This design comes from an exercise in tuning for small area and a short achievable clock period on the open sky130 flow, not from production work. The RTL was checked by simulation tests, not by an equivalence proof against the original design. Power and IR drop assume default switching activity.

==> flow/design.v (outline; a module is shown in full before it is edited, if it fits) <==
// module alu_operations_five: 2874 lines
// module alu_fa: 4 lines
// module alu_ha: 4 lines
// module alu_a21o: 3 lines
// module alu_a22o: 3 lines
// module alu_and2: 3 lines
// module alu_inv: 3 lines
// module alu_nand2: 3 lines
// module alu_nor2: 3 lines
// module alu_o22ai: 3 lines
// module alu_xnor2: 3 lines
// module alu_xor2: 3 lines
module alu_operations_five (
    input  clk,
    input  rst_n,
    input  load,
    input  signed [31:0]  ID_EX_A,
    input  signed [31:0]  ID_EX_B,
    input  signed [5:0]   opcode,
    output reg signed [31:0] ALU_result
);
  // ...
==> flow/flow/run.sh <==
#!/bin/bash
set -euo pipefail
bash standard.sh BUFFER_PORTS_ARGS="-buffer_cell sky130_fd_sc_hd__buf_1" finish > standard.log 2>&1
==> flow/standard.sh <==
#!/bin/bash
# synth_recipe.tcl (not shown) runs the flow's synth.tcl, then flattens the netlist and writes it again
# the make line also repeats each setting of config.mk as NAME=value (left out here)
make -C /OpenROAD-flow-scripts/flow DESIGN_CONFIG=/design/flow/config.mk WORK_HOME=/design/flow/orfs CLKGATE_MAP_FILE= SYNTH_SCRIPT=/design/flow/synth_recipe.tcl "${@:-finish}"
==> flow/config.mk <==
export PLATFORM = sky130hd
export DESIGN_NAME = alu_operations_five
export DESIGN_NICKNAME = alu_operations_five
export VERILOG_FILES = /design/flow/design.v
export SDC_FILE = /design/flow/constraint.sdc
export NUM_CORES = 4
export LEC_CHECK = 0
export CAP_MARGIN = 20
export CORE_MARGIN = 2
export CORE_UTILIZATION = 40
export CTS_BUF_LIST = sky130_fd_sc_hd__clkbuf_4 sky130_fd_sc_hd__clkbuf_8
export SETUP_SLACK_MARGIN = 4.3
export SLEW_MARGIN = 20
export SYNTH_HIERARCHICAL = 1
==> flow/constraint.sdc <==
create_clock -name core_clock -period 8.5 [get_ports {clk}]
set_input_delay 1.7000 -clock core_clock [delete_from_list [all_inputs] [get_ports {clk}]]
set_output_delay 1.7000 -clock core_clock [all_outputs]
set_load 0.01 [all_outputs]
==> run summary, run 1 <==
- CP arrival: 4.53 ns
- CP dominant cell by count: fa_1
- Signal inverters: 80
- DRT iter0 DRCs: 1,789
- Main synth FF type: edfxtp_1
- Nets@finish: 2,185
- Fin area: 21,600 µm²
- Worst slack at placement: 3.05 ns
- Pwr dens: 278 nW/µm²
- WHS Path Cells: 2
- Layout cells sized above 1: 21.5%
- HP Class: reg2reg
- Clk pwr: 600 µW
- Largest regs: ALU_result x32, q0 x32, q1 x32
- Chip Height: 211 µm
- Fin Hold WS: 0.510 ns
- Multi-input gate count: 1,305
- Worst R2R Start: qm$_DFFE_PP_
- Synth area leader: fa_1
- Cell depth of the worst flop-to-flop path: 15
- Skew final: 0.0150 ns
- Multi-input gate area in the final layout: 13,500 µm²
- CP Buf/Inv Count: 3
- Cell Area, Synth: 17,100 µm²
- Worst endpoint required time: 8.80 ns
- CP Capture Point: q0[21]$_DFFE_PP_
- Non-clock buffer count: 284
- Via count: 14.7k
- H-tree levels: 4
- Met1 Resource Use GR: 39.6%
- Status: finished clean
- Slew @ Worst Pin: 1.01 ns
- # Post-CTS Setup Buffers: 81
- Power Total: 6.01 mW
- Sequential Power Share: 19.8%
- Register area: 4240 µm²
- FP Rows: 75
- Count leader, synth: xor2_1
- Fin Setup TNS: 0 ns
- # hold bufs at CTS: 0
- Fillcell total: 3,660
==> run 2, diff against run 1 <==
--- a/flow/config.mk
+++ b/flow/config.mk
@@ -9,6 +9,6 @@
 export CORE_MARGIN = 2
 export CORE_UTILIZATION = 40
 export CTS_BUF_LIST = sky130_fd_sc_hd__clkbuf_4 sky130_fd_sc_hd__clkbuf_8
-export SETUP_SLACK_MARGIN = 4.3
+export SETUP_SLACK_MARGIN = 4.1
 export SLEW_MARGIN = 20
 export SYNTH_HIERARCHICAL = 1
==> run 2 against run 1 <==
Net effect:
- still clean on timing, DRC and antenna
- global-route usage shrank 1.6 points
- power shrank 2.6%
- register-to-register slack gained 0.02 ns
- first-iteration DRC count shrank 14%
- critical path type unchanged
- highest routed layer is now met4
==> run summary, run 2 <==
- # hold bufs at CTS: 0 (unchanged)
- Post-Syn Area per Cell: 11.2 µm²
- Maximum VDD drop: 0.233 mV
- Worst slack at placement: 2.89 ns (-0.161 ns)
- Placed Area: 18,600 µm²
- DP Wirelength: 39,800 µm
- Final Slew Violations: 0
- LEAKAGE: 8.61 nW
- Distinct cells, synth: 30
- Number of global-route vias before repair: 13.6k
- Clock net sink count: 147
- CTS tree: done
- Cell Area, Synth: 17,100 µm² (unchanged)
- Nets@finish: 2,085 (-4.6%)
- Root Buffer: clkbuf_8
- Most frequent cells in the layout: xor2_1, o22ai_1, fa_1, a21o_1, edfxtp_1
- Synth area leader: fa_1
- Fillcell total: 3,905 (+6.7%)
- Ys async rst share: 23.1%
- Internal: 3.23 mW
- Post-synth top area share: 24.6%
- Slew @ Worst Pin: 1.09 ns (+0.0760 ns)
- DRT met1 WL: 25,300 µm
- Initial antenna violation count: 0
- Setup violators final: 0
- Top cells by count, synth: xor2_1, o22ai_1, fa_1
- Pwr dens: 291 nW/µm² (+4.6%)
- Comb pwr share: 68.6%
- Largest net degree at the start of global routing: 89
- Syn nets: 1,876
- Adder-Cell Fraction of Synth Area: 29.4%
- Kind of critical path: in2reg
- Clock Path Buffers: 2
- CP Max Fanout: 16
- Fin area: 20,100 µm² (-6.9%)
- DR pass1 iterations: 5
- Metal3 WL: 5860 µm
- Main synth FF type: edfxtp_1
- Largest regs: ALU_result x32, q0 x32, q1 x32
- Max-slew headroom: 27.5%
- Switching share of total power: 44.9%
- Multiplexer share of the synthesized area: 0%
- Worst setup SP type: primary input
- # diodes: 0
- Clk Latency, worst-skew pair: 0.53 ns
- Max frequency: 222 MHz
- Worst endpoint required time: 8.74 ns (-0.06 ns)
- CTS Buf Count: 17
- Clock group share of total power: 11.1%
- Via count: 13.8k (-6.1%)
- NetSw: 2.63 mW
- Synth Area in Compound Gates: 19.2%
- Post-DR wirelength/cell: 25.7 µm
- FF+latch count, synth: 147
- Clk pin slew, worst setup/hold paths: 0.10 ns
- Core Area: 42,100 µm²
- Fin Setup TNS: 0 ns (unchanged)
- Via/cell ratio: 6.04
- Final min period: 4.49 ns
- Global Route Usage Sum: 26.2%
- Count leader, synth: xor2_1
- EDFF count, synth: 113
- CP endpoint kind: flop
- Area grow syn2layout: 17.4%
- Sequential area share after synthesis: 24.8%
- Detailed Route WL: 58,700 µm
- Post-route DRC: 0
- H-tree levels: 4 (unchanged)
- Final worst setup slack: 4.01 ns
- Synth Area in Simple Gates: 5.10%
- CP arrival: 4.73 ns (+0.20 ns)
- Power Total: 5.86 mW (-2.6%)
- Skew final: 0.0233 ns (+0.00829 ns)
- Status: finished clean
- Initial Utilization: 40.6%
- GPL Wtd Cong: 0.927
- Layout cells sized above 1: 12.5% (-9.0 points)
- Die area: 44,500 µm²
- Multi-input gate area in the final layout: 13,100 µm² (-3.0%)
- Ys Warns: 7
- Die width: 211 µm
- FP Rows: 75 (unchanged)
- First-pass GRT wire length: 87,400 µm
- Sequential Power Share: 20.3% (+0.5 points)
- Commonest non-fill, non-tap cell in the layout: xor2_1
- Post-layout util: 47.7%
- Post-Synth XOR/XNOR Area: 19.5%
- Antenna-violating nets left: 0
- Chip Height: 211 µm (unchanged)
- HP Class: reg2reg
- Gr ovfl total: 0
- Num ports: 105
- Port bufs: 104
- DR WL met2: 25,500 µm
- RSZ-0062 raised after global routing: true
- Synth top area cells: fa_1, edfxtp_1, xor2_1, o22ai_1, a21o_1
- Instance count of the mapped netlist: 1,526
- Register area: 4240 µm² (unchanged)
- Fin crit share: 52.9%
- Count of final hold-check violations: 0
- Largest family of logic cells by synthesized area: adder cells
- Max-capacitance violation count: 0
- DRT iter0 DRCs: 1,546 (-14%)
- Top sig layer: met4
-- run 2: cell counts after synthesis --
No cell type changed its count.
-- run 2: routing by layer --
layer | track usage, % | up-vias
li1 | - | 5975
met1 | 38.9 | 6916
met2 | 38.5 | 788
met3 | 4.86 | 136
met4 | 8.91 | 0
met5 | 0 | -
-- run 2: modules after synthesis (local to each module, per instance) --
module	cells inside	flip-flops and latches	times used
alu_a22o	1	0	62
alu_ha	1	0	67
alu_and2	1	0	77
alu_xnor2	1	0	22
alu_inv	1	0	34
alu_nor2	1	0	16
alu_o22ai	1	0	256
alu_operations_five	274	147	1
alu_a21o	1	0	124
alu_nand2	1	0	24
alu_fa	1	0	210
alu_xor2	1	0	360
-- run 2: final timing paths --
| check | to | slack [ns] | cells after the start | startpoint |
|---|---|---|---|---|
| setup / recovery | q1[10]$_DFFE_PP_ | 4.01 | 9 | ID_EX_B[0] |
| hold / removal | ALU_result[24]$_DFFE_PN0P_ | 0.51 | 2 | ALU_result[24]$_DFFE_PN0P_ |
| setup reg to reg | ALU_result[0]$_DFFE_PN0P_ | 4.29 | 15 | qm$_DFFE_PP_ |
| hold reg to reg | ALU_result[24]$_DFFE_PN0P_ | 0.51 | 2 | ALU_result[24]$_DFFE_PN0P_ |
| max in group asynchronous | ALU_result[28]$_DFFE_PN0P_ | 6.68 | 1 | rst_n |
| min in group asynchronous | ALU_result[5]$_DFFE_PN0P_ | 1.27 | 1 | rst_n |
-- run 2: area by class of cell --
class,count,share of cell area (%)
multi-input cells,1301,65.1
repair buffers,197,6.68
inverters,67,1.40
clock inverters,15,1.07
repair inverters,4,0.149
well taps,539,3.35
flip-flops and latches,147,21.1
clock buffers,17,1.16
-- run 2: critical path, cell delays in order --
cell and delay, ns:
buf_2 0.27, clkinvlp_4 0.20, buf_4 0.24, o22ai_1 0.23, xor2_1 0.32, fa_1 0.49
fa_1 0.43, fa_1 0.52, a22o_1 0.33
-- run 2: power by group through the flow --
stage | registers (mW) | clock network, mW | logic (mW)
finish | 1.19 | 0.651 | 4.02
global route | 1.21 | 0.688 | 4.48
CTS | 1.19 | 0.666 | 3.86
detailed placement | 1.21 | 0 | 3.74
global placement | 1.20 | 0 | 3.69
floorplan | 1.19 | 0 | 2.56
-- run 2: repair_timing --
item                       CTS  global route
cloned                       1             7
setup buffers               14            49
setup endpoints to repair   92            51
pin swaps                   11            12
gates resized for setup     59            45
hold endpoints to repair     0             0
-- run 2: kinds of logic (layout without fill, tap and decap cells) --
family	after synthesis	in the layout
flops	147	147
xor+xnor	382	382
simple gates	163	163
buf+inv	78	300
fa+ha+maj	277	277
compound gates	479	479
-- run 2: through the flow --
| step | hold slack [ns] | cells |
|---|---|---|
| 6_report | 0.512 | 2287 |
| 3_5_place_dp | 0.502 | 2184 |
| 4_1_cts | 0.517 | 2231 |
| 3_3_place_gp | 0.503 | 2184 |
| 5_1_grt | 0.541 | 2287 |
| 2_1_floorplan | 0.540 | 1526 |

static timing again, ports no longer ideal:
In the flow no input, the clock included, has a driving cell. The finished layouts below were timed again as built, in two steps. Step 1, drivers: a clkbuf_16 drives clk and a buf_2 each remaining input, both assumed. Step 2 times the ports against the registers' clock, not the clock port: input delays grow and output delays shrink by t, the midpoint of the rising clock arrivals with the driver on. Three values: ideal, step 1, step 2; two values: the first two.
run	t (ns)	slack for setup (ns)	worst setup path after step 2	latest minus earliest clock arrival (ns)
run 1	0.575	4.267 / 4.267 / 3.720	input to register	0.019 / 0.020
run 2	0.566	4.006 / 4.037 / 3.471	input to register	0.023 / 0.024
After both steps every run listed still meets setup and hold. The setup slack of run 1, which loses most, moves by 0.000 ns with the drivers and by -0.547 ns with both steps.
